What follows belongs to an exercise in optimizing a design on an open flow for small area, a short achievable clock period and few clock cycles; a production flow would make more cautious choices.
The RTL was checked by simulation tests, not by an equivalence proof against the original design.
No activity file was given, so power comes from the tool's default toggle rates.

==> design.v <==
module mammal (
      input clk,
      input rst,
      input [15:0] data_in,
      output logic [15:0] data_out,
      output logic [11:0] address,
      output memwt,
      input INT,
      output logic intack
);
localparam OP_NOP=4'd0, OP_LDI=4'd1, OP_LD=4'd2, OP_ST=4'd3, OP_JZ=4'd4, OP_JMP=4'd5,
           OP_ALU=4'd7, OP_PUSH=4'd8, OP_POP=4'd9, OP_CALL=4'd10, OP_RET=4'd11,
           OP_STI=4'd12, OP_CLI=4'd13, OP_IRET=4'd14;
logic [11:0] pc;
logic [3:0] xop;           
logic [11:0] ir;           
logic [7:0] sa, sb;        
logic zeroflag, intflag;
logic [15:0] regbank [7:0];
logic c_dec, c_inv, c_cin, c_sum, c_and, c_or, c_xor, c_b, c_not;
logic s_iretw, s_iret2, s_int1, s_int2, s_int3, s_halt;
logic [11:0] spq;          
wire x_ldi  = (xop == OP_LDI);
wire x_ld   = (xop == OP_LD);
wire x_st   = (xop == OP_ST);
wire x_jz   = (xop == OP_JZ);     
wire x_jmp  = (xop == OP_JMP);    
wire x_alu  = (xop == OP_ALU);
wire x_push = (xop == OP_PUSH);
wire x_pop  = (xop == OP_POP);
wire x_call = (xop == OP_CALL);
wire x_ret  = (xop == OP_RET);
wire x_sti  = (xop == OP_STI);
wire x_cli  = (xop == OP_CLI);
wire x_iret = (xop == OP_IRET);
wire busy = s_iretw | s_iret2 | s_int1 | s_int2 | s_int3 | s_halt;
wire x_mem = x_ldi | x_ld | x_st | x_push | x_pop | x_call | x_ret | x_iret;
wire jz_taken = x_jz & zeroflag;             
wire int_point = x_ldi | x_ld | x_st | x_jmp | jz_taken | x_alu | x_push | x_pop |
                 x_call | x_ret | x_sti | s_iret2;
wire take_int = int_point & intflag & INT;
wire fetch_raw = ~busy & ~x_mem & ~jz_taken & ~(x_alu & (ir[2:0] == 3'd7));
wire fetch = fetch_raw & ~take_int;
wire [3:0] fop = data_in[15:12];
wire f_jz   = (fop == OP_JZ);
wire f_jmp  = (fop == OP_JMP) | (f_jz & zeroflag & ~x_alu);
wire f_halt = (fop == 4'd6) | (fop == 4'd15);
wire f_none = (fop == OP_NOP) | (f_jz & ~zeroflag & ~x_alu);
logic [15:0] ra, rb;
always_comb begin
    ra = 16'd0;
    rb = 16'd0;
    for (int i = 0; i < 8; i++) begin
        ra = ra | ({16{sa[i]}} & regbank[i]);
        rb = rb | ({16{sb[i]}} & regbank[i]);
    end
end
wire [15:0] sp = regbank[7];
wire sp_dn = x_push | x_call | s_int1 | s_int2;
logic [15:0] sp_t;
always_comb begin
    sp_t[0] = 1'b1;
    for (int i = 1; i < 16; i++) sp_t[i] = sp_t[i-1] & (sp[i-1] ^ sp_dn);
end
wire [15:0] sp_pm = sp ^ sp_t;
wire use_ir = jz_taken | x_call;
wire [11:0] boff = use_ir ? ir[11:0] : data_in[11:0];
wire [12:0] psum = {pc, 1'b1} + {boff, fetch_raw};
wire [11:0] pc_add = psum[12:1];
wire [11:0] pc_inc = pc + 12'd1;
wire [15:0] ax = ra | {16{c_dec}};      
wire [15:0] by = rb ^ {16{c_inv}};
wire [16:0] asum = {ax, 1'b1} + {by, c_cin};
wire [15:0] result = ({16{c_sum}} & asum[16:1]) |
                     ({16{c_and}} & (ra & rb)) |
                     ({16{c_or}}  & (ra | rb)) |
                     ({16{c_xor}} & (ra ^ rb)) |
                     ({16{c_b}}   & rb) |
                     {15'd0, c_not & ~|rb};
wire wr_en = x_alu | x_ldi | x_ld | x_pop;
wire [15:0] wdata = x_alu ? result : data_in;
wire sp_en = sp_dn | x_pop | x_ret | x_iret | s_iret2;
always_ff @(posedge clk) begin
    for (int i = 0; i < 7; i++)
        if (wr_en && ir[2:0] == 3'(i)) regbank[i] <= wdata;
    if (wr_en && ir[2:0] == 3'd7) regbank[7] <= wdata;
    else if (sp_en) regbank[7] <= sp_pm;
end
always_ff @(posedge clk) begin
    ir <= data_in[11:0];
    spq <= sp_pm[11:0];
    for (int i = 0; i < 8; i++) begin
        sa[i] <= (data_in[8:6] == 3'(i)) & ~(data_in[15:9] == 7'b0111111);
        sb[i] <= (data_in[5:3] == 3'(i));
    end
    c_dec <= (data_in[11:6] == 6'b111011);
    c_inv <= (data_in[11:9] == 3'h1);
    c_cin <= (data_in[11:9] == 3'h1) | (data_in[11:6] == 6'b111010);
    c_sum <= (data_in[11:10] == 2'b00) | (data_in[11:7] == 5'b11101);
    c_and <= (data_in[11:9] == 3'h2);
    c_or  <= (data_in[11:9] == 3'h3);
    c_xor <= (data_in[11:9] == 3'h4);
    c_b   <= (data_in[11:6] == 6'b111001);
    c_not <= (data_in[11:6] == 6'b111000);
end
always_ff @(posedge clk) begin
    if (rst) begin
        xop <= OP_NOP;
        s_iretw <= 1'b0;
        s_iret2 <= 1'b0;
        s_int1 <= 1'b0;
        s_int2 <= 1'b0;
        s_int3 <= 1'b0;
        s_halt <= 1'b0;
        pc <= 12'd0;
        zeroflag <= 1'b0;
        intflag <= 1'b0;
    end else begin
        if (x_alu) zeroflag <= ~|result;
        if (x_iret) zeroflag <= data_in[0];
        if (x_sti) intflag <= 1'b1;
        if (x_cli | s_int1) intflag <= 1'b0;
        xop <= OP_NOP;
        if (fetch) begin
            if (f_jmp) xop <= OP_JMP;
            else if (!f_none && !f_halt) xop <= fop;
            if (f_halt) s_halt <= 1'b1;
        end
        if ((fetch & f_jmp) | x_call | jz_taken | s_int2) pc <= pc_add;
        if ((fetch & ~f_jmp) | x_ldi) pc <= pc_inc;
        if (x_ret | s_iret2 | s_int3) pc <= data_in[11:0];
        if (s_int1) pc <= 12'h7f0;
        s_iretw <= x_iret;
        s_iret2 <= s_iretw;
        s_int1 <= take_int;
        s_int2 <= s_int1;
        s_int3 <= s_int2;
    end
end
always_comb begin
    if (x_ld | x_st) address = rb[11:0];
    else if (x_push | x_call | s_int1 | s_int2) address = sp[11:0];
    else if (x_pop | x_ret | x_iret | s_iret2) address = spq;
    else address = pc;
end
assign memwt = x_st | x_push | x_call | s_int1 | s_int2;
assign intack = s_int2;
always_comb begin
    if (x_call | s_int1) data_out = {4'b0, pc};
    else if (s_int2) data_out = {15'b0, zeroflag};
    else data_out = ra;
end
endmodule
==> run.sh <==
#!/bin/bash
# synth_recipe.tcl (not shown) runs the flow's synth.tcl, then flattens the netlist and writes it again
# the make line also repeats each setting of config.mk as NAME=value (left out here)
make -C /OpenROAD-flow-scripts/flow DESIGN_CONFIG=/design/flow/config.mk WORK_HOME=/design/flow/orfs CLKGATE_MAP_FILE= SYNTH_SCRIPT=/design/flow/synth_recipe.tcl finish
==> config.mk <==
export PLATFORM = sky130hd
export DESIGN_NAME = mammal
export DESIGN_NICKNAME = mammal
export VERILOG_FILES = /design/flow/design.v
export SDC_FILE = /design/flow/constraint.sdc
export NUM_CORES = 4
export LEC_CHECK = 0
export CAP_MARGIN = 20
export CORE_MARGIN = 2
export CORE_UTILIZATION = 40
export SETUP_SLACK_MARGIN = 2
export SLEW_MARGIN = 20
==> constraint.sdc <==
create_clock -name core_clock -period 6.0 [get_ports {clk}]
set_input_delay 1.2000 -clock core_clock [delete_from_list [all_inputs] [get_ports {clk}]]
set_output_delay 1.2000 -clock core_clock [all_outputs]
set_load 0.01 [all_outputs]
==> results.sh <==
export IMPL_clk_path_buf_depth=3
export IMPL_area_growth_pct=18.42
export IMPL_yosysWarnings=2
export IMPL_synth_ff_type="edfxtp_1"
export IMPL_pwr_share_comb=0.283
export IMPL_intPower_uw=3014
export IMPL_hold_violations=0
export IMPL_power_density_mw_per_mm2=315.3
export IMPL_fin_area_sq_mm=0.01426
export IMPL_relSlewSlack=0.3259
export IMPL_post_dp_hpwl_microns=28490
export IMPL_clkPwrFrac=0.325
export IMPL_hold_path_class="flop to flop"
export IMPL_grt_ovfl_total=0
export IMPL_port_buffer_count=48
export IMPL_cts_buffers=24
export IMPL_setup_viol=0
export IMPL_routed_via_count=10397
export IMPL_worst_ir_drop_vdd_v=0.0001863
export IMPL_avgRoutedWirePerCell_microns=25.39
export IMPL_die_h_microns=177.5
export IMPL_pwr_share_seq=0.391
export IMPL_grt_pass1_vias=9483
export IMPL_synth_area_sq_mm=0.01204
export IMPL_netSwitchingPower_uw=1482
export IMPL_gp_congestion=0.9166
export IMPL_drv_slew=0
export IMPL_die_w_microns=177.5
export IMPL_dr_pass1_iters=6
export IMPL_clock_latency_ps=520
export IMPL_drc=0
export IMPL_async_flop_share=0
export IMPL_yosysSeqAreaShare=0.4406
export IMPL_worstPathMaxFanout=16
export IMPL_gr_usage_all_layers=0.2615
export IMPL_crit_arrival_ps=4220
export IMPL_fillers=2755
export IMPL_io_pins=49
export IMPL_clk_pin_slew_ps=60
export IMPL_max_freq_ghz=0.2531
export IMPL_diodes=0
export IMPL_synth_enable_flop_cells=128
export IMPL_cts_tree="done"
export IMPL_setup_tns_ps=0
export IMPL_tightest_slew_ps=1001
export IMPL_netlist_instances=1196
export IMPL_dieArea_sq_mm=0.03150
export IMPL_crit_type="flop to flop"
export IMPL_switching_share=0.3296
export IMPL_worstSetupEndpointType="flop"
export IMPL_avgSynthCellArea_sq_um=10.07
export IMPL_core_sq_mm=0.02964
export IMPL_ys_types=80
export IMPL_critPathLaunchType="flop"
export IMPL_required_ps=6270
export IMPL_dpl_cell_area_sq_mm=0.01278
export IMPL_hold_buffers=0
export IMPL_num_nets_final=1342
export IMPL_dp_cells=1568
export IMPL_ff2ff_path_depth=13
export IMPL_vias_per_cell=6.229
export IMPL_drv_cap=0
export IMPL_grt_max_degree=31
export IMPL_ys_seq_elements=201
export IMPL_drive_gt1_frac=0.1814
export IMPL_synth_fp_nets=1276
export IMPL_min_path_cells=1
export IMPL_start_util=0.4062
export IMPL_whs_ps=482.7
export IMPL_status="finished clean"
export IMPL_fin_crit_ps=3951
export IMPL_fin_skew_ps=14.71
export IMPL_rows=63
export IMPL_clock_sinks=201
export IMPL_antenna_found_initial=0
export IMPL_wl_microns=42380
export IMPL_cts_root_buf="clkbuf_16"
export IMPL_final_period_utilization=0.6585
export IMPL_fin_cells=1669
export IMPL_p_leak_uw=0.005378
export IMPL_first_iter_violations=1509
export IMPL_h_tree_depth=1
export IMPL_rsz0062_at_grt="true"
export IMPL_ant_nets=0
export IMPL_grt_pass1_wl_microns=61400
==> kinds of logic (layout without fill, tap and decap cells) <==
group | count (synthesis) | after routing | synth area share
xor gates and xnor gates | 72 | 72 | 0.05237
adders and majority gates | 61 | 61 | 0.06464
muxes | 47 | 47 | 0.04209
DFF | 201 | 201 | 0.4406
AOI/OAI and AO/OA | 347 | 348 | 0.2088
buffers and inverters | 149 | 231 | 0.05570
and+or+nand+nor | 319 | 319 | 0.1358
==> per-layer routing <==
metal  up-vias  routed length [microns]  track usage
li1       4629                        -            -
met1      4987                    17550       0.3633
met2       669                    18550       0.4005
met3       112                     4691      0.06084
met4         0                     1588      0.08743
met5         -                        0            0
==> cell type report <==
type,instances,area (sq um),share of cell area
Clock inverter,15,150.1,0.01053
Clock buffer,28,636.9,0.04466
Inverter,55,206.4,0.01448
Sequential cell,201,5361,0.3760
Tap cell,390,488.0,0.03422
Timing Repair Buffer,133,1172,0.08222
Multi-Input combinational cell,847,6243,0.4379
==> placed cells by master, fill, tap and decap left out, types with 25 or more instances in the layout <==
cell,n
a22oi_1,130
edfxtp_1,128
nand2_1,105
buf_4,79
inv_1,55
o21ai_0,38
clkdlybuf4s50_1,46
mux2_2,27
dfxtp_1,52
a21oi_1,38
xnor2_1,40
nand4_1,33
ha_1,58
clkbuf_16,25
nor2_1,46
xor2_1,32
==> cells in the mapped netlist (3+ instances only) <==
master    count  area [sq um]
a211oi_1      7         52.55
a211oi_2      3         37.54
a21o_1       10         75.07
a21oi_1      41         205.2
a221o_1       4         40.04
a221oi_1     10         87.58
a22oi_1     130         975.9
a311oi_1      3         26.28
a31oi_1       4         25.02
and2_1        4         25.02
and3_1        3         18.77
and3b_1       4         35.03
and4_1        8         70.07
buf_2         8         40.04
buf_4         4         30.03
clkbuf_1     71         266.5
clkbuf_8      7         96.34
dfxtp_1      73          1461
edfxtp_1    128          3844
ha_1         59         738.2
inv_1        55         206.5
mux2_2       29         326.6
mux2i_1      18         180.2
nand2_1     106         397.9
nand2b_1     11         68.82
nand3_1      19         95.09
nand4_1      33         206.5
nor2_1       46         172.7
nor2b_1       5         31.28
nor3_1       25         125.1
nor3b_1       9         67.56
nor4_1        8         50.05
o211ai_1     21         157.7
o21ai_0      49         245.2
o21ai_1       8         40.04
o21bai_1      8         60.06
o221ai_1      3         26.28
o22ai_1       3         18.77
o31ai_1      15         112.6
or2_2        17         106.4
or3_1         5         31.28
or4_1         3         22.52
xnor2_1      40         350.3
xor2_1       32         280.3
==> state kept, by name, indices dropped and copies added (netlist names), 4 cells and up <==
register	flops
pc	12
sa	8
xop	4
spq	12
regbank	128
sb	8
ir	12
==> worst max-delay path: stages, from the launching register on <==
cell and delay (ps):
dfxtp_4 440, a22oi_1 210, nand4_1 290, or2_2 370
ha_1 330, or2_1 240, a21o_1 250, a31o_1 250
a21o_1 180, a21oi_1 170, xnor2_1 100, a221oi_2 390
o21ai_4 170, mux2_2 290
==> power groups by stage <==
stage | Clock (uW) | Sequential (uW) | Combinational (uW)
6_report | 1460 | 1760 | 1270
5_1_grt | 1530 | 1760 | 1380
4_1_cts | 1470 | 1760 | 1180
3_5_place_dp | 0 | 1790 | 1150
3_3_place_gp | 0 | 1790 | 1140
2_1_floorplan | 0 | 1640 | 871
==> final timing paths <==
check | start | end | slack [ps]
setup / recovery | sa[3] | regbank[7][9] | 2050
hold / removal | s_iretw | s_iret2 | 480
setup reg to reg | sa[3] | regbank[7][9] | 2050
hold reg to reg | s_iretw | s_iret2 | 480
==> metrics by stage <==
stage               setup slack (ps)  utilization  power (uW)
finish                          2049       0.4811        4496
global placement                1471       0.4314        2935
floorplan                       2157            -        2509
detailed placement              1467       0.4314        2939
global route                    1938       0.4811        4676
CTS                             2010       0.4663        4418
==> repair_timing <==
action                     in CTS  in global routing
setup endpoints to repair      79                 59
cloned                          1                  0
buffers inserted               13                 44
pin swaps                       8                 15
gates resized for setup        46                 29
Testbench counts, summed over its fixed seeds: cycles 108,649.

-- afterwards: timing with drivers on the ports --
How much do the figures lean on ideal ports? The routed layout below was timed once more, with nothing changed but the port constraints.
Step 1 sets driving cells, clkbuf_16 on the clock port and buf_2 on the other inputs (assumed; they add their load-dependent delay and slew).
Step 2 moves the port delays by t, midway between the first and last clock arrival at a register: inputs arrive t later, outputs are due t later. That takes back most of the time a late clock gives input paths.
a / b / c = no drivers / after step 1 / after step 2; a / b = the first two.
t (ns): 0.565
setup slack, ns: 2.049 / 2.031 / 1.642
worst hold slack (ns): 0.483 / 0.483 / 0.483
slew at the worst register clock pin (ns): 0.06 / 0.06
After both steps setup and hold are still met in this run. The setup slack of this run moves by -0.018 ns with the drivers and by -0.407 ns with both steps.
